This design comes from an exercise in tuning for small area and a short achievable clock period on the open sky130 flow, not from production work.
For this run, only the layout was checked, not whether the RTL still works.

File: design/flow/design.v
module adder_tree
#(
    parameter   NB_IN               = 16,
    parameter   IN_WIDTH            = 16,
    parameter   OUT_WIDTH           = IN_WIDTH+NB_IN,
    parameter   USE_PIPE            = 0
)
(
    input   wire                        clk,
    input   wire                        aresetn,
    input   wire [NB_IN*IN_WIDTH-1:0]   data_in,
    input   wire                        data_in_en,
    output  reg [OUT_WIDTH-1:0]        data_out,
    output  reg                        data_out_en
);
wire s0;
wire c0;
wire s1;
wire c1;
wire s2;
wire c2;
wire s3;
wire c3;
wire s4;
wire c4;
wire s5;
wire c5;
wire s6;
wire c6;
wire s7;
wire c7;
wire s8;
wire c8;
wire s9;
wire c9;
wire s10;
wire c10;
wire s11;
wire c11;
wire s12;
wire c12;
wire s13;
wire c13;
wire s14;
wire c14;
wire s15;
wire c15;
wire s16;
wire c16;
wire s17;
wire c17;
wire s18;
wire c18;
wire s19;
wire c19;
wire s20;
wire c20;
wire s21;
wire c21;
wire s22;
wire c22;
wire s23;
wire c23;
wire s24;
wire c24;
wire s25;
wire c25;
wire s26;
wire c26;
wire s27;
wire c27;
wire s28;
wire c28;
wire s29;
wire c29;
wire s30;
wire c30;
wire s31;
wire c31;
wire s32;
wire c32;
wire s33;
wire c33;
wire s34;
wire c34;
wire s35;
wire c35;
wire s36;
wire c36;
wire s37;
wire c37;
wire s38;
wire c38;
wire s39;
wire c39;
wire s40;
wire c40;
wire s41;
wire c41;
wire s42;
wire c42;
wire s43;
wire c43;
wire s44;
wire c44;
wire s45;
wire c45;
wire s46;
wire c46;
wire s47;
wire c47;
wire s48;
wire c48;
wire s49;
wire c49;
wire s50;
wire c50;
wire s51;
wire c51;
wire s52;
wire c52;
wire s53;
wire c53;
wire s54;
wire c54;
wire s55;
wire c55;
wire s56;
wire c56;
wire s57;
wire c57;
wire s58;
wire c58;
wire s59;
wire c59;
wire s60;
wire c60;
wire s61;
wire c61;
wire s62;
wire c62;
wire s63;
wire c63;
wire s64;
wire c64;
wire s65;
wire c65;
wire s66;
wire c66;
wire s67;
wire c67;
wire s68;
wire c68;
wire s69;
wire c69;
wire s70;
wire c70;
wire s71;
wire c71;
wire s72;
wire c72;
wire s73;
wire c73;
wire s74;
wire c74;
wire s75;
wire c75;
wire s76;
wire c76;
wire s77;
wire c77;
wire s78;
wire c78;
wire s79;
wire c79;
wire s80;
wire c80;
wire s81;
wire c81;
wire s82;
wire c82;
wire s83;
wire c83;
wire s84;
wire c84;
wire s85;
wire c85;
wire s86;
wire c86;
wire s87;
wire c87;
wire s88;
wire c88;
wire s89;
wire c89;
wire s90;
wire c90;
wire s91;
wire c91;
wire s92;
wire c92;
wire s93;
wire c93;
wire s94;
wire c94;
wire s95;
wire c95;
wire s96;
wire c96;
wire s97;
wire c97;
wire s98;
wire c98;
wire s99;
wire c99;
wire s100;
wire c100;
wire s101;
wire c101;
wire s102;
wire c102;
wire s103;
wire c103;
wire s104;
wire c104;
wire s105;
wire c105;
wire s106;
wire c106;
wire s107;
wire c107;
wire s108;
wire c108;
wire s109;
wire c109;
wire s110;
wire c110;
wire s111;
wire c111;
wire s112;
wire c112;
wire s113;
wire c113;
wire s114;
wire c114;
wire s115;
wire c115;
wire s116;
wire c116;
wire s117;
wire c117;
wire s118;
wire c118;
wire s119;
wire c119;
wire s120;
wire c120;
wire s121;
wire c121;
wire s122;
wire c122;
wire s123;
wire c123;
wire s124;
wire c124;
wire s125;
wire c125;
wire s126;
wire c126;
wire s127;
wire c127;
wire s128;
wire c128;
wire s129;
wire c129;
wire s130;
wire c130;
wire s131;
wire c131;
wire s132;
wire c132;
wire s133;
wire c133;
wire s134;
wire c134;
wire s135;
wire c135;
wire s136;
wire c136;
wire s137;
wire c137;
wire s138;
wire c138;
wire s139;
wire c139;
wire s140;
wire c140;
wire s141;
wire c141;
wire s142;
wire c142;
wire s143;
wire c143;
wire s144;
wire c144;
wire s145;
wire c145;
wire s146;
wire c146;
wire s147;
wire c147;
wire s148;
wire c148;
wire s149;
wire c149;
wire s150;
wire c150;
wire s151;
wire c151;
wire s152;
wire c152;
wire s153;
wire c153;
wire s154;
wire c154;
wire s155;
wire c155;
wire s156;
wire c156;
wire s157;
wire c157;
wire s158;
wire c158;
wire s159;
wire c159;
reg [95:0] p1;
wire s160;
wire c160;
wire s161;
wire c161;
wire s162;
wire c162;
wire s163;
wire c163;
wire s164;
wire c164;
wire s165;
wire c165;
wire s166;
wire c166;
wire s167;
wire c167;
wire s168;
wire c168;
wire s169;
wire c169;
wire s170;
wire c170;
wire s171;
wire c171;
wire s172;
wire c172;
wire s173;
wire c173;
wire s174;
wire c174;
wire s175;
wire c175;
wire s176;
wire c176;
wire s177;
wire c177;
wire s178;
wire c178;
wire s179;
wire c179;
wire s180;
wire c180;
wire s181;
wire c181;
wire s182;
wire c182;
wire s183;
wire c183;
wire s184;
wire c184;
wire s185;
wire c185;
wire s186;
wire c186;
wire s187;
wire c187;
wire s188;
wire c188;
wire s189;
wire c189;
wire s190;
wire c190;
wire s191;
wire c191;
wire s192;
wire c192;
wire s193;
wire c193;
wire s194;
wire c194;
wire s195;
wire c195;
wire s196;
wire c196;
wire s197;
wire c197;
wire s198;
wire c198;
wire s199;
wire c199;
wire s200;
wire c200;
wire s201;
wire c201;
wire s202;
wire c202;
wire s203;
wire c203;
wire s204;
wire c204;
wire s205;
wire c205;
wire s206;
wire c206;
wire s207;
wire c207;
wire s208;
wire c208;
wire s209;
wire c209;
wire s210;
wire c210;
wire s211;
wire c211;
wire s212;
wire c212;
wire s213;
wire c213;
wire s214;
wire c214;
wire s215;
wire c215;
wire s216;
wire c216;
wire s217;
wire c217;
wire s218;
wire c218;
wire s219;
wire c219;
wire s220;
wire c220;
wire [19:0] cpa_a = {1'b0, c219, c218, c215, c211, c207, c203, c199, c195, c191, c187, c183, c179, c175, c171, c167, s167, s163, s160, p1[0]};
wire [19:0] cpa_b = {1'b0, c220, s220, s218, s215, s211, s207, s203, s199, s195, s191, s187, s183, s179, s175, s171, 1'b0, 1'b0, 1'b0, p1[1]};
wire [19:0] cpa_s = cpa_a + cpa_b;
adder_tree_fa u_fa0 (.a(data_in[0]), .b(data_in[112]), .c(data_in[128]), .s(s0), .co(c0));
adder_tree_fa u_fa1 (.a(data_in[144]), .b(data_in[160]), .c(data_in[16]), .s(s1), .co(c1));
adder_tree_fa u_fa2 (.a(data_in[176]), .b(data_in[192]), .c(data_in[208]), .s(s2), .co(c2));
adder_tree_fa u_fa3 (.a(data_in[224]), .b(data_in[240]), .c(data_in[32]), .s(s3), .co(c3));
adder_tree_fa u_fa4 (.a(data_in[48]), .b(data_in[64]), .c(data_in[80]), .s(s4), .co(c4));
adder_tree_fa u_fa5 (.a(data_in[96]), .b(s0), .c(s1), .s(s5), .co(c5));
adder_tree_fa u_fa6 (.a(s2), .b(s3), .c(s4), .s(s6), .co(c6));
adder_tree_fa u_fa7 (.a(data_in[113]), .b(data_in[129]), .c(data_in[145]), .s(s7), .co(c7));
adder_tree_fa u_fa8 (.a(data_in[161]), .b(data_in[177]), .c(data_in[17]), .s(s8), .co(c8));
adder_tree_fa u_fa9 (.a(data_in[193]), .b(data_in[1]), .c(data_in[209]), .s(s9), .co(c9));
adder_tree_fa u_fa10 (.a(data_in[225]), .b(data_in[241]), .c(data_in[33]), .s(s10), .co(c10));
adder_tree_fa u_fa11 (.a(data_in[49]), .b(data_in[65]), .c(data_in[81]), .s(s11), .co(c11));
adder_tree_fa u_fa12 (.a(data_in[97]), .b(c0), .c(c1), .s(s12), .co(c12));
adder_tree_fa u_fa13 (.a(c2), .b(c3), .c(c4), .s(s13), .co(c13));
adder_tree_fa u_fa14 (.a(s10), .b(s11), .c(s7), .s(s14), .co(c14));
adder_tree_fa u_fa15 (.a(s8), .b(s9), .c(c5), .s(s15), .co(c15));
adder_tree_fa u_fa16 (.a(c6), .b(s12), .c(s13), .s(s16), .co(c16));
adder_tree_fa u_fa17 (.a(data_in[114]), .b(data_in[130]), .c(data_in[146]), .s(s17), .co(c17));
adder_tree_fa u_fa18 (.a(data_in[162]), .b(data_in[178]), .c(data_in[18]), .s(s18), .co(c18));
adder_tree_fa u_fa19 (.a(data_in[194]), .b(data_in[210]), .c(data_in[226]), .s(s19), .co(c19));
adder_tree_fa u_fa20 (.a(data_in[242]), .b(data_in[2]), .c(data_in[34]), .s(s20), .co(c20));
adder_tree_fa u_fa21 (.a(data_in[50]), .b(data_in[66]), .c(data_in[82]), .s(s21), .co(c21));
adder_tree_fa u_fa22 (.a(data_in[98]), .b(c10), .c(c11), .s(s22), .co(c22));
adder_tree_fa u_fa23 (.a(c7), .b(c8), .c(c9), .s(s23), .co(c23));
adder_tree_fa u_fa24 (.a(s17), .b(s18), .c(s19), .s(s24), .co(c24));
adder_tree_fa u_fa25 (.a(s20), .b(s21), .c(c12), .s(s25), .co(c25));
adder_tree_fa u_fa26 (.a(c13), .b(c14), .c(s22), .s(s26), .co(c26));
adder_tree_fa u_fa27 (.a(data_in[115]), .b(data_in[131]), .c(data_in[147]), .s(s27), .co(c27));
adder_tree_fa u_fa28 (.a(data_in[163]), .b(data_in[179]), .c(data_in[195]), .s(s28), .co(c28));
adder_tree_fa u_fa29 (.a(data_in[19]), .b(data_in[211]), .c(data_in[227]), .s(s29), .co(c29));
adder_tree_fa u_fa30 (.a(data_in[243]), .b(data_in[35]), .c(data_in[3]), .s(s30), .co(c30));
adder_tree_fa u_fa31 (.a(data_in[51]), .b(data_in[67]), .c(data_in[83]), .s(s31), .co(c31));
adder_tree_fa u_fa32 (.a(data_in[99]), .b(c17), .c(c18), .s(s32), .co(c32));
adder_tree_fa u_fa33 (.a(c19), .b(c20), .c(c21), .s(s33), .co(c33));
adder_tree_fa u_fa34 (.a(s27), .b(s28), .c(s29), .s(s34), .co(c34));
adder_tree_fa u_fa35 (.a(s30), .b(s31), .c(c22), .s(s35), .co(c35));
adder_tree_fa u_fa36 (.a(c23), .b(c24), .c(s32), .s(s36), .co(c36));
adder_tree_fa u_fa37 (.a(data_in[100]), .b(data_in[116]), .c(data_in[132]), .s(s37), .co(c37));
adder_tree_fa u_fa38 (.a(data_in[148]), .b(data_in[164]), .c(data_in[180]), .s(s38), .co(c38));
adder_tree_fa u_fa39 (.a(data_in[196]), .b(data_in[20]), .c(data_in[212]), .s(s39), .co(c39));
adder_tree_fa u_fa40 (.a(data_in[228]), .b(data_in[244]), .c(data_in[36]), .s(s40), .co(c40));
adder_tree_fa u_fa41 (.a(data_in[4]), .b(data_in[52]), .c(data_in[68]), .s(s41), .co(c41));
adder_tree_fa u_fa42 (.a(data_in[84]), .b(c27), .c(c28), .s(s42), .co(c42));
adder_tree_fa u_fa43 (.a(c29), .b(c30), .c(c31), .s(s43), .co(c43));
adder_tree_fa u_fa44 (.a(s37), .b(s38), .c(s39), .s(s44), .co(c44));
adder_tree_fa u_fa45 (.a(s40), .b(s41), .c(c32), .s(s45), .co(c45));
adder_tree_fa u_fa46 (.a(c33), .b(c34), .c(s42), .s(s46), .co(c46));
adder_tree_fa u_fa47 (.a(data_in[101]), .b(data_in[117]), .c(data_in[133]), .s(s47), .co(c47));
adder_tree_fa u_fa48 (.a(data_in[149]), .b(data_in[165]), .c(data_in[181]), .s(s48), .co(c48));
adder_tree_fa u_fa49 (.a(data_in[197]), .b(data_in[213]), .c(data_in[21]), .s(s49), .co(c49));
adder_tree_fa u_fa50 (.a(data_in[229]), .b(data_in[245]), .c(data_in[37]), .s(s50), .co(c50));
adder_tree_fa u_fa51 (.a(data_in[53]), .b(data_in[5]), .c(data_in[69]), .s(s51), .co(c51));
adder_tree_fa u_fa52 (.a(data_in[85]), .b(c37), .c(c38), .s(s52), .co(c52));
adder_tree_fa u_fa53 (.a(c39), .b(c40), .c(c41), .s(s53), .co(c53));
adder_tree_fa u_fa54 (.a(s47), .b(s48), .c(s49), .s(s54), .co(c54));
adder_tree_fa u_fa55 (.a(s50), .b(s51), .c(c42), .s(s55), .co(c55));
adder_tree_fa u_fa56 (.a(c43), .b(c44), .c(s52), .s(s56), .co(c56));
adder_tree_fa u_fa57 (.a(data_in[102]), .b(data_in[118]), .c(data_in[134]), .s(s57), .co(c57));
adder_tree_fa u_fa58 (.a(data_in[150]), .b(data_in[166]), .c(data_in[182]), .s(s58), .co(c58));
adder_tree_fa u_fa59 (.a(data_in[198]), .b(data_in[214]), .c(data_in[22]), .s(s59), .co(c59));
adder_tree_fa u_fa60 (.a(data_in[230]), .b(data_in[246]), .c(data_in[38]), .s(s60), .co(c60));
adder_tree_fa u_fa61 (.a(data_in[54]), .b(data_in[6]), .c(data_in[70]), .s(s61), .co(c61));
adder_tree_fa u_fa62 (.a(data_in[86]), .b(c47), .c(c48), .s(s62), .co(c62));
adder_tree_fa u_fa63 (.a(c49), .b(c50), .c(c51), .s(s63), .co(c63));
adder_tree_fa u_fa64 (.a(s57), .b(s58), .c(s59), .s(s64), .co(c64));
adder_tree_fa u_fa65 (.a(s60), .b(s61), .c(c52), .s(s65), .co(c65));
adder_tree_fa u_fa66 (.a(c53), .b(c54), .c(s62), .s(s66), .co(c66));
adder_tree_fa u_fa67 (.a(data_in[103]), .b(data_in[119]), .c(data_in[135]), .s(s67), .co(c67));
adder_tree_fa u_fa68 (.a(data_in[151]), .b(data_in[167]), .c(data_in[183]), .s(s68), .co(c68));
adder_tree_fa u_fa69 (.a(data_in[199]), .b(data_in[215]), .c(data_in[231]), .s(s69), .co(c69));
adder_tree_fa u_fa70 (.a(data_in[23]), .b(data_in[247]), .c(data_in[39]), .s(s70), .co(c70));
adder_tree_fa u_fa71 (.a(data_in[55]), .b(data_in[71]), .c(data_in[7]), .s(s71), .co(c71));
adder_tree_fa u_fa72 (.a(data_in[87]), .b(c57), .c(c58), .s(s72), .co(c72));
adder_tree_fa u_fa73 (.a(c59), .b(c60), .c(c61), .s(s73), .co(c73));
adder_tree_fa u_fa74 (.a(s67), .b(s68), .c(s69), .s(s74), .co(c74));
adder_tree_fa u_fa75 (.a(s70), .b(s71), .c(c62), .s(s75), .co(c75));
adder_tree_fa u_fa76 (.a(c63), .b(c64), .c(s72), .s(s76), .co(c76));
adder_tree_fa u_fa77 (.a(data_in[104]), .b(data_in[120]), .c(data_in[136]), .s(s77), .co(c77));
adder_tree_fa u_fa78 (.a(data_in[152]), .b(data_in[168]), .c(data_in[184]), .s(s78), .co(c78));
adder_tree_fa u_fa79 (.a(data_in[200]), .b(data_in[216]), .c(data_in[232]), .s(s79), .co(c79));
adder_tree_fa u_fa80 (.a(data_in[248]), .b(data_in[24]), .c(data_in[40]), .s(s80), .co(c80));
adder_tree_fa u_fa81 (.a(data_in[56]), .b(data_in[72]), .c(data_in[88]), .s(s81), .co(c81));
adder_tree_fa u_fa82 (.a(data_in[8]), .b(c67), .c(c68), .s(s82), .co(c82));
adder_tree_fa u_fa83 (.a(c69), .b(c70), .c(c71), .s(s83), .co(c83));
adder_tree_fa u_fa84 (.a(s77), .b(s78), .c(s79), .s(s84), .co(c84));
adder_tree_fa u_fa85 (.a(s80), .b(s81), .c(c72), .s(s85), .co(c85));
adder_tree_fa u_fa86 (.a(c73), .b(c74), .c(s82), .s(s86), .co(c86));
adder_tree_fa u_fa87 (.a(data_in[105]), .b(data_in[121]), .c(data_in[137]), .s(s87), .co(c87));
adder_tree_fa u_fa88 (.a(data_in[153]), .b(data_in[169]), .c(data_in[185]), .s(s88), .co(c88));
adder_tree_fa u_fa89 (.a(data_in[201]), .b(data_in[217]), .c(data_in[233]), .s(s89), .co(c89));
adder_tree_fa u_fa90 (.a(data_in[249]), .b(data_in[25]), .c(data_in[41]), .s(s90), .co(c90));
adder_tree_fa u_fa91 (.a(data_in[57]), .b(data_in[73]), .c(data_in[89]), .s(s91), .co(c91));
adder_tree_fa u_fa92 (.a(data_in[9]), .b(c77), .c(c78), .s(s92), .co(c92));
adder_tree_fa u_fa93 (.a(c79), .b(c80), .c(c81), .s(s93), .co(c93));
adder_tree_fa u_fa94 (.a(s87), .b(s88), .c(s89), .s(s94), .co(c94));
adder_tree_fa u_fa95 (.a(s90), .b(s91), .c(c82), .s(s95), .co(c95));
adder_tree_fa u_fa96 (.a(c83), .b(c84), .c(s92), .s(s96), .co(c96));
adder_tree_fa u_fa97 (.a(data_in[106]), .b(data_in[10]), .c(data_in[122]), .s(s97), .co(c97));
adder_tree_fa u_fa98 (.a(data_in[138]), .b(data_in[154]), .c(data_in[170]), .s(s98), .co(c98));
adder_tree_fa u_fa99 (.a(data_in[186]), .b(data_in[202]), .c(data_in[218]), .s(s99), .co(c99));
adder_tree_fa u_fa100 (.a(data_in[234]), .b(data_in[250]), .c(data_in[26]), .s(s100), .co(c100));
adder_tree_fa u_fa101 (.a(data_in[42]), .b(data_in[58]), .c(data_in[74]), .s(s101), .co(c101));
adder_tree_fa u_fa102 (.a(data_in[90]), .b(c87), .c(c88), .s(s102), .co(c102));
adder_tree_fa u_fa103 (.a(c89), .b(c90), .c(c91), .s(s103), .co(c103));
adder_tree_fa u_fa104 (.a(s100), .b(s101), .c(s97), .s(s104), .co(c104));
adder_tree_fa u_fa105 (.a(s98), .b(s99), .c(c92), .s(s105), .co(c105));
adder_tree_fa u_fa106 (.a(c93), .b(c94), .c(s102), .s(s106), .co(c106));
adder_tree_fa u_fa107 (.a(data_in[107]), .b(data_in[11]), .c(data_in[123]), .s(s107), .co(c107));
adder_tree_fa u_fa108 (.a(data_in[139]), .b(data_in[155]), .c(data_in[171]), .s(s108), .co(c108));
adder_tree_fa u_fa109 (.a(data_in[187]), .b(data_in[203]), .c(data_in[219]), .s(s109), .co(c109));
adder_tree_fa u_fa110 (.a(data_in[235]), .b(data_in[251]), .c(data_in[27]), .s(s110), .co(c110));
adder_tree_fa u_fa111 (.a(data_in[43]), .b(data_in[59]), .c(data_in[75]), .s(s111), .co(c111));
adder_tree_fa u_fa112 (.a(data_in[91]), .b(c100), .c(c101), .s(s112), .co(c112));
adder_tree_fa u_fa113 (.a(c97), .b(c98), .c(c99), .s(s113), .co(c113));
adder_tree_fa u_fa114 (.a(s107), .b(s108), .c(s109), .s(s114), .co(c114));
adder_tree_fa u_fa115 (.a(s110), .b(s111), .c(c102), .s(s115), .co(c115));
adder_tree_fa u_fa116 (.a(c103), .b(c104), .c(s112), .s(s116), .co(c116));
adder_tree_fa u_fa117 (.a(data_in[108]), .b(data_in[124]), .c(data_in[12]), .s(s117), .co(c117));
adder_tree_fa u_fa118 (.a(data_in[140]), .b(data_in[156]), .c(data_in[172]), .s(s118), .co(c118));
adder_tree_fa u_fa119 (.a(data_in[188]), .b(data_in[204]), .c(data_in[220]), .s(s119), .co(c119));
adder_tree_fa u_fa120 (.a(data_in[236]), .b(data_in[252]), .c(data_in[28]), .s(s120), .co(c120));
adder_tree_fa u_fa121 (.a(data_in[44]), .b(data_in[60]), .c(data_in[76]), .s(s121), .co(c121));
adder_tree_fa u_fa122 (.a(data_in[92]), .b(c107), .c(c108), .s(s122), .co(c122));
adder_tree_fa u_fa123 (.a(c109), .b(c110), .c(c111), .s(s123), .co(c123));
adder_tree_fa u_fa124 (.a(s117), .b(s118), .c(s119), .s(s124), .co(c124));
adder_tree_fa u_fa125 (.a(s120), .b(s121), .c(c112), .s(s125), .co(c125));
adder_tree_fa u_fa126 (.a(c113), .b(c114), .c(s122), .s(s126), .co(c126));
adder_tree_fa u_fa127 (.a(data_in[109]), .b(data_in[125]), .c(data_in[13]), .s(s127), .co(c127));
adder_tree_fa u_fa128 (.a(data_in[141]), .b(data_in[157]), .c(data_in[173]), .s(s128), .co(c128));
adder_tree_fa u_fa129 (.a(data_in[189]), .b(data_in[205]), .c(data_in[221]), .s(s129), .co(c129));
adder_tree_fa u_fa130 (.a(data_in[237]), .b(data_in[253]), .c(data_in[29]), .s(s130), .co(c130));
adder_tree_fa u_fa131 (.a(data_in[45]), .b(data_in[61]), .c(data_in[77]), .s(s131), .co(c131));
adder_tree_fa u_fa132 (.a(data_in[93]), .b(c117), .c(c118), .s(s132), .co(c132));
adder_tree_fa u_fa133 (.a(c119), .b(c120), .c(c121), .s(s133), .co(c133));
adder_tree_fa u_fa134 (.a(s127), .b(s128), .c(s129), .s(s134), .co(c134));
adder_tree_fa u_fa135 (.a(s130), .b(s131), .c(c122), .s(s135), .co(c135));
adder_tree_fa u_fa136 (.a(c123), .b(c124), .c(s132), .s(s136), .co(c136));
adder_tree_fa u_fa137 (.a(data_in[110]), .b(data_in[126]), .c(data_in[142]), .s(s137), .co(c137));
adder_tree_fa u_fa138 (.a(data_in[14]), .b(data_in[158]), .c(data_in[174]), .s(s138), .co(c138));
adder_tree_fa u_fa139 (.a(data_in[190]), .b(data_in[206]), .c(data_in[222]), .s(s139), .co(c139));
adder_tree_fa u_fa140 (.a(data_in[238]), .b(data_in[254]), .c(data_in[30]), .s(s140), .co(c140));
adder_tree_fa u_fa141 (.a(data_in[46]), .b(data_in[62]), .c(data_in[78]), .s(s141), .co(c141));
adder_tree_fa u_fa142 (.a(data_in[94]), .b(c127), .c(c128), .s(s142), .co(c142));
adder_tree_fa u_fa143 (.a(c129), .b(c130), .c(c131), .s(s143), .co(c143));
adder_tree_fa u_fa144 (.a(s137), .b(s138), .c(s139), .s(s144), .co(c144));
adder_tree_fa u_fa145 (.a(s140), .b(s141), .c(c132), .s(s145), .co(c145));
adder_tree_fa u_fa146 (.a(c133), .b(c134), .c(s142), .s(s146), .co(c146));
adder_tree_fa u_fa147 (.a(data_in[111]), .b(data_in[127]), .c(data_in[143]), .s(s147), .co(c147));
adder_tree_fa u_fa148 (.a(data_in[159]), .b(data_in[15]), .c(data_in[175]), .s(s148), .co(c148));
adder_tree_fa u_fa149 (.a(data_in[191]), .b(data_in[207]), .c(data_in[223]), .s(s149), .co(c149));
adder_tree_fa u_fa150 (.a(data_in[239]), .b(data_in[255]), .c(data_in[31]), .s(s150), .co(c150));
adder_tree_fa u_fa151 (.a(data_in[47]), .b(data_in[63]), .c(data_in[79]), .s(s151), .co(c151));
adder_tree_fa u_fa152 (.a(data_in[95]), .b(c137), .c(c138), .s(s152), .co(c152));
adder_tree_fa u_fa153 (.a(c139), .b(c140), .c(c141), .s(s153), .co(c153));
adder_tree_fa u_fa154 (.a(s147), .b(s148), .c(s149), .s(s154), .co(c154));
adder_tree_fa u_fa155 (.a(s150), .b(s151), .c(c142), .s(s155), .co(c155));
adder_tree_fa u_fa156 (.a(c143), .b(c144), .c(s152), .s(s156), .co(c156));
adder_tree_fa u_fa157 (.a(c147), .b(c148), .c(c149), .s(s157), .co(c157));
adder_tree_fa u_fa158 (.a(c150), .b(c151), .c(c152), .s(s158), .co(c158));
adder_tree_fa u_fa159 (.a(c153), .b(c154), .c(s157), .s(s159), .co(c159));
adder_tree_fa u_fa160 (.a(p1[2]), .b(p1[3]), .c(p1[4]), .s(s160), .co(c160));
adder_tree_fa u_fa161 (.a(p1[10]), .b(p1[5]), .c(p1[6]), .s(s161), .co(c161));
adder_tree_fa u_fa162 (.a(p1[7]), .b(p1[8]), .c(p1[9]), .s(s162), .co(c162));
adder_tree_fa u_fa163 (.a(c160), .b(s161), .c(s162), .s(s163), .co(c163));
adder_tree_fa u_fa164 (.a(p1[11]), .b(p1[12]), .c(p1[13]), .s(s164), .co(c164));
adder_tree_fa u_fa165 (.a(p1[14]), .b(p1[15]), .c(p1[16]), .s(s165), .co(c165));
adder_tree_fa u_fa166 (.a(c161), .b(c162), .c(s164), .s(s166), .co(c166));
adder_tree_fa u_fa167 (.a(s165), .b(c163), .c(s166), .s(s167), .co(c167));
adder_tree_fa u_fa168 (.a(p1[17]), .b(p1[18]), .c(p1[19]), .s(s168), .co(c168));
adder_tree_fa u_fa169 (.a(p1[20]), .b(p1[21]), .c(p1[22]), .s(s169), .co(c169));
adder_tree_fa u_fa170 (.a(c164), .b(c165), .c(s168), .s(s170), .co(c170));
adder_tree_fa u_fa171 (.a(s169), .b(c166), .c(s170), .s(s171), .co(c171));
adder_tree_fa u_fa172 (.a(p1[23]), .b(p1[24]), .c(p1[25]), .s(s172), .co(c172));
adder_tree_fa u_fa173 (.a(p1[26]), .b(p1[27]), .c(p1[28]), .s(s173), .co(c173));
adder_tree_fa u_fa174 (.a(c168), .b(c169), .c(s172), .s(s174), .co(c174));
adder_tree_fa u_fa175 (.a(s173), .b(c170), .c(s174), .s(s175), .co(c175));
adder_tree_fa u_fa176 (.a(p1[29]), .b(p1[30]), .c(p1[31]), .s(s176), .co(c176));
adder_tree_fa u_fa177 (.a(p1[32]), .b(p1[33]), .c(p1[34]), .s(s177), .co(c177));
adder_tree_fa u_fa178 (.a(c172), .b(c173), .c(s176), .s(s178), .co(c178));
adder_tree_fa u_fa179 (.a(s177), .b(c174), .c(s178), .s(s179), .co(c179));
adder_tree_fa u_fa180 (.a(p1[35]), .b(p1[36]), .c(p1[37]), .s(s180), .co(c180));
adder_tree_fa u_fa181 (.a(p1[38]), .b(p1[39]), .c(p1[40]), .s(s181), .co(c181));
adder_tree_fa u_fa182 (.a(c176), .b(c177), .c(s180), .s(s182), .co(c182));
adder_tree_fa u_fa183 (.a(s181), .b(c178), .c(s182), .s(s183), .co(c183));
adder_tree_fa u_fa184 (.a(p1[41]), .b(p1[42]), .c(p1[43]), .s(s184), .co(c184));
adder_tree_fa u_fa185 (.a(p1[44]), .b(p1[45]), .c(p1[46]), .s(s185), .co(c185));
adder_tree_fa u_fa186 (.a(c180), .b(c181), .c(s184), .s(s186), .co(c186));
adder_tree_fa u_fa187 (.a(s185), .b(c182), .c(s186), .s(s187), .co(c187));
adder_tree_fa u_fa188 (.a(p1[47]), .b(p1[48]), .c(p1[49]), .s(s188), .co(c188));
adder_tree_fa u_fa189 (.a(p1[50]), .b(p1[51]), .c(p1[52]), .s(s189), .co(c189));
adder_tree_fa u_fa190 (.a(c184), .b(c185), .c(s188), .s(s190), .co(c190));
adder_tree_fa u_fa191 (.a(s189), .b(c186), .c(s190), .s(s191), .co(c191));
adder_tree_fa u_fa192 (.a(p1[53]), .b(p1[54]), .c(p1[55]), .s(s192), .co(c192));
adder_tree_fa u_fa193 (.a(p1[56]), .b(p1[57]), .c(p1[58]), .s(s193), .co(c193));
adder_tree_fa u_fa194 (.a(c188), .b(c189), .c(s192), .s(s194), .co(c194));
adder_tree_fa u_fa195 (.a(s193), .b(c190), .c(s194), .s(s195), .co(c195));
adder_tree_fa u_fa196 (.a(p1[59]), .b(p1[60]), .c(p1[61]), .s(s196), .co(c196));
adder_tree_fa u_fa197 (.a(p1[62]), .b(p1[63]), .c(p1[64]), .s(s197), .co(c197));
adder_tree_fa u_fa198 (.a(c192), .b(c193), .c(s196), .s(s198), .co(c198));
adder_tree_fa u_fa199 (.a(s197), .b(c194), .c(s198), .s(s199), .co(c199));
adder_tree_fa u_fa200 (.a(p1[65]), .b(p1[66]), .c(p1[67]), .s(s200), .co(c200));
adder_tree_fa u_fa201 (.a(p1[68]), .b(p1[69]), .c(p1[70]), .s(s201), .co(c201));
adder_tree_fa u_fa202 (.a(c196), .b(c197), .c(s200), .s(s202), .co(c202));
adder_tree_fa u_fa203 (.a(s201), .b(c198), .c(s202), .s(s203), .co(c203));
adder_tree_fa u_fa204 (.a(p1[71]), .b(p1[72]), .c(p1[73]), .s(s204), .co(c204));
adder_tree_fa u_fa205 (.a(p1[74]), .b(p1[75]), .c(p1[76]), .s(s205), .co(c205));
adder_tree_fa u_fa206 (.a(c200), .b(c201), .c(s204), .s(s206), .co(c206));
adder_tree_fa u_fa207 (.a(s205), .b(c202), .c(s206), .s(s207), .co(c207));
adder_tree_fa u_fa208 (.a(p1[77]), .b(p1[78]), .c(p1[79]), .s(s208), .co(c208));
adder_tree_fa u_fa209 (.a(p1[80]), .b(p1[81]), .c(p1[82]), .s(s209), .co(c209));
adder_tree_fa u_fa210 (.a(c204), .b(c205), .c(s208), .s(s210), .co(c210));
adder_tree_fa u_fa211 (.a(s209), .b(c206), .c(s210), .s(s211), .co(c211));
adder_tree_fa u_fa212 (.a(p1[83]), .b(p1[84]), .c(p1[85]), .s(s212), .co(c212));
adder_tree_fa u_fa213 (.a(p1[86]), .b(p1[87]), .c(p1[88]), .s(s213), .co(c213));
adder_tree_fa u_fa214 (.a(c208), .b(c209), .c(s212), .s(s214), .co(c214));
adder_tree_fa u_fa215 (.a(s213), .b(c210), .c(s214), .s(s215), .co(c215));
adder_tree_fa u_fa216 (.a(p1[89]), .b(p1[90]), .c(p1[91]), .s(s216), .co(c216));
adder_tree_fa u_fa217 (.a(p1[92]), .b(c212), .c(c213), .s(s217), .co(c217));
adder_tree_fa u_fa218 (.a(s216), .b(c214), .c(s217), .s(s218), .co(c218));
adder_tree_fa u_fa219 (.a(p1[93]), .b(p1[94]), .c(p1[95]), .s(s219), .co(c219));
adder_tree_fa u_fa220 (.a(c216), .b(s219), .c(c217), .s(s220), .co(c220));
always @(posedge clk) begin
    p1 <= {c159, c158, c157, s159, s158, c156, c155, s156, s155, c146, c145, s154, s153, s146, s145, c136, c135, s144, s143, s136, s135, c126, c125, s134, s133, s126, s125, c116, c115, s124, s123, s116, s115, c106, c105, s114, s113, s106, s105, c96, c95, s104, s103, s96, s95, c86, c85, s94, s93, s86, s85, c76, c75, s84, s83, s76, s75, c66, c65, s74, s73, s66, s65, c56, c55, s64, s63, s56, s55, c46, c45, s54, s53, s46, s45, c36, c35, s44, s43, s36, s35, c26, c25, s34, s33, s26, s25, c16, c15, s24, s23, s16, s15, s14, s6, s5};
    data_out <= {12'd0, cpa_s};
end
reg [0:0] en_pipe;
always @(posedge clk or negedge aresetn) begin
    if (!aresetn) begin
        en_pipe <= 0;
        data_out_en <= 1'b0;
    end else begin
        en_pipe <= data_in_en;
        data_out_en <= en_pipe[0];
    end
end
endmodule
module adder_tree_fa (input wire a, input wire b, input wire c, output wire s, output wire co);
assign s  = a ^ b ^ c;
assign co = (a & b) | (a & c) | (b & c);
endmodule
File: design/flow/run.sh
#!/bin/bash
# synth_recipe.tcl (not shown) runs the flow's synth.tcl, then flattens the netlist and writes it again
# the make line also repeats each setting of config.mk as NAME=value (left out here)
make -C /OpenROAD-flow-scripts/flow DESIGN_CONFIG=/design/flow/config.mk WORK_HOME=/design/flow/orfs CLKGATE_MAP_FILE= SYNTH_SCRIPT=/design/flow/synth_recipe.tcl finish
File: design/flow/config.mk
export PLATFORM = sky130hd
export DESIGN_NAME = adder_tree
export DESIGN_NICKNAME = adder_tree
export VERILOG_FILES = /design/flow/design.v
export SDC_FILE = /design/flow/constraint.sdc
export NUM_CORES = 4
export LEC_CHECK = 0
export CAP_MARGIN = 20
export CORE_MARGIN = 2
export CORE_UTILIZATION = 40
export SLEW_MARGIN = 20
export SYNTH_HIERARCHICAL = 1
export SYNTH_MINIMUM_KEEP_SIZE = 0
File: design/flow/constraint.sdc
create_clock -name core_clock -period 7.0 [get_ports {clk}]
set_input_delay 1.4000 -clock core_clock [delete_from_list [all_inputs] [get_ports {clk}]]
set_output_delay 1.4000 -clock core_clock [all_outputs]
set_load 0.01 [all_outputs]
==> flow_summary.json <==
{
  "viasPerCell": 4.46,
  "globalplace.congestion": 0.772,
  "ant_nets": 0,
  "cts.path.max_buffers": 2,
  "die_width_microns": 144,
  "seq_area_frac_synth": 0.304,
  "cts_buffers": 17,
  "fin_util": 0.598,
  "cts.clk_slew.worst_paths_ps": 50,
  "ios": 292,
  "rsz0062_at_grt": "false",
  "cts_hold_buf": 0,
  "min_to": "data_out_en$_DFF_PN0_",
  "fmax_mhz": 289,
  "reg2reg_to": "data_out[19]$_DFF_P_",
  "r2r-start": "p1[47]$_DFF_P_",
  "via_count": 4659,
  "cp-startpoint": "p1[47]$_DFF_P_",
  "cts_root_buffer": "clkbuf_16",
  "skew_ps": 5.41,
  "initial_core_util": 0.405,
  "grt_pass1_vias": 5706,
  "min_period_ps": 3460,
  "cap_violations": 0,
  "rrSetupSlack_ps": 3540,
  "synthArstFlopShare": 0.0169,
  "areaGrowthSynthToFinish_pct": 47.7,
  "report.final.slew_viol_count": 0,
  "synth_cells": 474,
  "cts_resized": 0,
  "outcome": "complete, no violations",
  "critical_path_buf_inv_count": 0,
  "fin_ws_ps": 3540,
  "cts_sinks": 118,
  "period_share": 0.494,
  "min_path_type": "reg -> reg",
  "reg2reg_depth": 9,
  "crit_top_cell": "fa_1",
  "synth_ff_type": "dfxtp_1",
  "drive_gt1_frac": 0.0564,
  "nNetsFinal": 1264,
  "slew_headroom": 0.619,
  "pre_cts_ws_ps": 3510,
  "setup_viol": 0,
  "synth_seq_cells": 118,
  "crit_path_end_kind": "flop",
  "crit_family": "adder cells",
  "dp_hpwl_microns": 16100,
  "drc": 0,
  "critPathRequiredTime_ps": 7300,
  "finalHoldViolCount": 0,
  "critPathKind": "reg -> reg",
  "yosysWarnings": 7,
  "hp-start": "en_pipe$_DFF_PN0_",
  "fin_setup_tns_ps": 0,
  "yosysUniqueCellTypes": 46,
  "num_rows": 51,
  "hold_depth": 0,
  "core_sq_mm": 0.0193,
  "syn_area_per_cell_sq_um": 16.5,
  "h-tree-depth": 4,
  "path_max_fanout": 5,
  "wl_microns": 17500,
  "syn_area_sq_mm": 0.00780,
  "slowest_delay_ps": 570,
  "grt-ovfl-total": 0,
  "fin_area_sq_mm": 0.0115,
  "die_area_sq_mm": 0.0206,
  "cts_tree": "yes",
  "synth_edf_count": 0,
  "io_buffer_count": 279,
  "crit_chain": "fa_1, fa_1, fa_1, ha_1, a21oi_1, nor2_1, a211oi_1, o211ai_1, o221a_2",
  "worstPathArrival_ps": 3750,
  "clk_latency_ps": 410,
  "diodes": 0,
  "post_cts_buffers": 0,
  "drt_iter0_markers": 116,
  "start_kind": "flop",
  "antenna_found_initial": 0,
  "first_pass_iters": 4,
  "place_area_sq_mm": 0.0108,
  "grt_start_max_net_pins": 17,
  "post_drt_wl_per_cell_microns": 16.7,
  "track_usage": 0.185,
  "grt_pass1_wl_microns": 28300,
  "fp.dieH_microns": 144,
  "crit_slowest_cell": "fa_1",
  "tightest_slew_ps": 567
}
==> area by class of cell <==
type	count	area (sq um)
Clock buffer	21	470
Clock inverter	11	196
Fill cell	1541	7760
Inverter	3	11.3
Multi-Input combinational cell	348	5340
Sequential cell	118	2370
Tap cell	265	332
Timing Repair Buffer	279	2790
==> flip-flops by register name, indices dropped and copies added (netlist names) <==
name / count
data_out: 20
data_out_en: 1
en_pipe: 1
p1: 96
==> cells in the mapped netlist, drive strengths merged (2+ instances only) <==
cell,count,area [sq um]
a21oi,13,83.8
xor2,6,52.6
a211oi,3,22.5
buf,15,111
dfrtp,2,50.1
nor3,3,15.0
a22oi,2,15.0
fa,221,4420
inv,3,11.3
o21bai,2,15.0
nand4,3,25.0
a31o,2,17.5
xnor2,9,78.8
nor2,10,37.5
nor2b,2,12.5
or2,2,12.5
a31oi,2,12.5
o21ai,6,30.0
dfxtp,116,2320
nand2,8,30.0
nand3,8,40.0
o211ai,3,27.5
ha,17,213
==> per-module statistics from Yosys, one instance, submodules excluded <==
module         cells  flip-flops and latches  area [sq um]
adder_tree       253                     118          3370
adder_tree_fa      1                       0          20.0
==> per-stage QoR <==
stage	std cells	hold slack, ps
after floorplan	485	331
after global placement	1013	339
after detailed placement	1013	348
after CTS	1045	360
after global routing	1045	368
final	1045	356
==> worst max path at each step <==
stage	end	slack, ps	cells after the start
3_5_place_dp	p1[4]$_DFF_P_	3510	4
5_1_grt	data_out[19]$_DFF_P_	3430	9
4_1_cts	data_out[19]$_DFF_P_	3570	9
6_report	data_out[19]$_DFF_P_	3540	9
2_1_floorplan	data_out[18]$_DFF_P_	3960	10
3_3_place_gp	p1[58]$_DFF_P_	3570	4
==> cell usage in the layout (no fill, tap or decap), types with 5 or more instances in the layout <==
cell / n
a21oi_1: 10
fa_1: 221
nand3_1: 8
ha_1: 17
nor2_1: 10
clkbuf_16: 17
conb_1: 12
o21ai_0: 5
xor2_1: 6
xnor2_1: 9
dfxtp_1: 116
bufinv_16: 5
nand2_1: 8
clkdlybuf4s50_1: 279
==> metal layers <==
metal,part of all wire,vias up,track usage
met3,0.075,21,0.0473
met1,0.37,2339,0.212
met2,0.54,202,0.336
li1,-,2097,-
met5,0,-,0
met4,0.019,0,0.0614
==> logic make-up after synthesis <==
logic type / synth area share
AND/OR/NAND/NOR: 0.0263
buffers and inverters: 0.0162
AO/OA/AOI/OAI: 0.0400
multiplexers: 0.00128
other: 0.000481
flip-flops: 0.304
adder cells (fa/ha/maj): 0.595
XOR/XNOR: 0.0168

==> static timing again, ports no longer ideal <==
Ports are ideal in the flow. The routed layout listed here was re-timed in OpenROAD. Step 1, drivers: a clkbuf_16 drives clk and a buf_2 each remaining input, both assumed. Step 2 times the ports against the registers' clock, not the clock port: input delays grow and output delays shrink by t, the midpoint of the rising clock arrivals with the driver on. Three values: ideal, step 1, step 2; two values: the first two.
t (ns): 0.450
slack for setup (ns): 3.545 / 3.545 / 3.509
worst setup path at the end: input to register
slew at the worst register clock pin (ns): 0.05 / 0.05
cell pins on the clock port's net: 1
After both steps setup and hold are still met in this run. The setup slack of this run moves by 0.000 ns with the drivers and by -0.036 ns with both steps.
